This is an optimization exercise on Yosys and OpenROAD, whose aim is small area, not a production implementation. Where RTL was checked, it was by simulation tests only, not by an equivalence proof against the original. The clock input has no modelled driver; a real chip could not lean on it and would need a root buffer or a full tree.

== old ==
Design simple_spi_wb_bridge, start of the top module:
module simple_spi_wb_bridge (
    input wire clk,
    input wire rst,
    input wire spi_sclk,
    input wire spi_mosi,
    output wire spi_miso,
    input wire spi_cs_n,
    output reg [15:0] wb_adr_o,
    output wire [7:0] wb_dat_o,
    input wire [7:0] wb_dat_i,
    output wire wb_we_o,
    output wire wb_cyc_o,
    output wire wb_stb_o,
    input wire wb_ack_i
);
Size: about 35 flip-flops, about 42 I/O pins.
==> module simple_spi_wb_bridge, before the edit <==
module simple_spi_wb_bridge (
    input wire clk,
    input wire rst,
    input wire spi_sclk,
    input wire spi_mosi,
    output wire spi_miso,
    input wire spi_cs_n,
    output reg [15:0] wb_adr_o,
    output wire [7:0] wb_dat_o,
    input wire [7:0] wb_dat_i,
    output wire wb_we_o,
    output wire wb_cyc_o,
    output wire wb_stb_o,
    input wire wb_ack_i
);
    reg spi_sclk_d1, spi_sclk_d2, spi_sclk_d3;
    always @(posedge clk) begin
        spi_sclk_d1 <= spi_sclk;
        spi_sclk_d2 <= spi_sclk_d1;
        spi_sclk_d3 <= spi_sclk_d2;
    end
    wire spi_cs_active = !spi_cs_n;
    wire sclk_rise = spi_sclk_d2 && !spi_sclk_d3;
    reg       kind;
    reg [4:0] pos;
    reg [7:0] shift;        
    reg       start;        
    reg       cyc;
    wire in_byte1 = (pos[4:3] == 2'd0);
    wire in_byte4 = (pos[4:3] == 2'd3);
    wire tx_phase = !kind && in_byte4;
    assign spi_miso = !tx_phase | shift[7];
    assign wb_dat_o = shift;
    assign wb_we_o  = kind;
    assign wb_cyc_o = cyc;
    assign wb_stb_o = cyc;
    wire pos_clear = !spi_cs_active || (kind && in_byte1);
    always @(posedge clk) begin
        if (pos_clear)
            pos <= 5'd0;
        else if (sclk_rise)
            pos <= pos + 5'd1;
    end
    always @(posedge clk) begin
        if (!spi_cs_active)
            kind <= 1'b0;
        else if (sclk_rise && ((in_byte1 && spi_mosi) || pos == 5'd31))
            kind <= 1'b1;
    end
    always @(posedge clk) begin
        start <= spi_cs_active && sclk_rise && (pos[4] && pos[2] && pos[1] && pos[0]) &&
                 (kind == pos[3]);
    end
    always @(posedge clk or posedge rst) begin
        if (rst)
            cyc <= 1'b0;
        else if (start)
            cyc <= 1'b1;
        else if (wb_ack_i)
            cyc <= 1'b0;
    end
    always @(posedge clk) begin
        if (wb_ack_i)
            shift <= wb_dat_i;
        else if (sclk_rise)
            shift <= {shift[6:0], spi_mosi};
    end
    always @(posedge clk) begin
        if (sclk_rise && !(kind && in_byte4))
            wb_adr_o <= {wb_adr_o[14:0], spi_mosi};
    end
endmodule
export LEC_CHECK = 0
export CAP_MARGIN = 20
export CORE_MARGIN = 2
export CORE_UTILIZATION = 40
export SLEW_MARGIN = 20
create_clock -name core_clock -period 5.0 [get_ports {clk}]
standard.sh (not shown) runs the stock make flow with config.mk's settings and CLKGATE_MAP_FILE= SYNTH_SCRIPT=/design/flow/synth_recipe.tcl, a recipe that flattens the netlist after the stock synthesis.
==> flow/flow/run.sh <==
#!/bin/bash
# The standard layout (standard.sh), with these changes:
# - synthesis maps the combinational logic with an area-oriented abc script
#   (flow/synth.tcl, flow/area.abc); registers are mapped as in the standard
#   synthesis;
# - the port buffers are the smallest buffer cell;
# - the clock tree is three buffers driven by the clock port, each driving a
#   third of the registers (flow/clock_tree.tcl).
# Each tool's log is in orfs/logs/; make's own output is in standard.log.
set -o pipefail
here=$(pwd)
export AREA_ABC_SCRIPT=$here/flow/area.abc
export CLK_BUF=sky130_fd_sc_hd__buf_4
export CLK_BUF_COUNT=3
bash standard.sh finish \
  "SYNTH_SCRIPT=$here/flow/synth.tcl" \
  "AREA_ABC_SCRIPT=$here/flow/area.abc" \
  "BUFFER_PORTS_ARGS=-buffer_cell sky130_fd_sc_hd__buf_1" \
  "PRE_CTS_TCL=$here/flow/clock_tree.tcl" \
  > standard.log 2>&1
Other scripts of this flow, unchanged in this note and not shown: flow/flow/area.abc, flow/flow/clock_tree.tcl, flow/flow/synth.tcl
--- input diff old..new ---
--- a/flow/design.v
+++ b/flow/design.v
@@ -67,5 +67,5 @@
     end
     always @(posedge clk) begin
-        if (sclk_rise && !(kind && in_byte4))
+        if (sclk_rise && !in_byte4)
             wb_adr_o <= {wb_adr_o[14:0], spi_mosi};
     end
Results
Measured against old, the multi-input combinational cell count of new comes out at 1.08 times the reference value.
Between old and new, the flow reports count of distinct cell types in the synthesized netlist decreasing by a few percent.
The end point of the critical path comes out shift[6]$_DFFE_PP_ in one run and shift[5]$_DFFE_PP_ in the other, namely in old and new respectively.
Taking old as the reference, in new worst setup slack shows a reduction of 0.056 ns; area of combinational cells with multiple inputs shows an increase of about 1.5%; via count shows an increase of about 2%.
Note that the overall routed net length recorded for old amounts to 0.940 times the value seen in new.
Looking at clock period minus worst slack, new sits 0.056 ns higher than old does.
Looking at fmax across new and old, the one that comes out higher is old.
No stage failed in new, and the final checks on the layout all came back clean.
new ended with more basic-gate share of the synthesized area counting and, or, nand and nor cells than old.
Looking only at overall global routing resource usage, and setting everything else aside, the lower value of new and old goes to old.
Diff old -> new: horizontal extent of the die now sits higher, number of global-route vias before repair lower, area added between synthesis and finish level.
For new, only the layout was checked, not whether the RTL still works. In every run of this note, the design's own scripts or RTL, not TritonCTS, make the clock network.

-- afterwards: timing with drivers on the ports --
How much do the figures lean on ideal ports? The routed layouts below were timed once more, with nothing changed but the port constraints.
Step 1 sets driving cells, clkbuf_16 on the clock port and buf_2 on the other inputs (assumed; they add their load-dependent delay and slew).
Step 2, shift: input delay + t, output delay - t, t = (earliest + latest rising clock arrival at the registers) / 2. This alone moves slack from input paths to output paths.
Slacks: ideal / step 1 / step 2; pairs: ideal / step 1.
| run | t, ns | setup slack, ns | hold WS [ns] | clock arrival spread, ns |
|---|---|---|---|---|
| old | 0.172 | 2.864 / 2.876 / 2.704 | 0.329 / 0.329 / 0.329 | 0.009 / 0.009 |
| new | 0.171 | 2.808 / 2.814 / 2.643 | 0.349 / 0.349 / 0.349 | 0.007 / 0.007 |
After both steps every run listed still meets setup and hold. The setup slack of new, which loses most, moves by +0.006 ns with the drivers and by -0.165 ns with both steps.
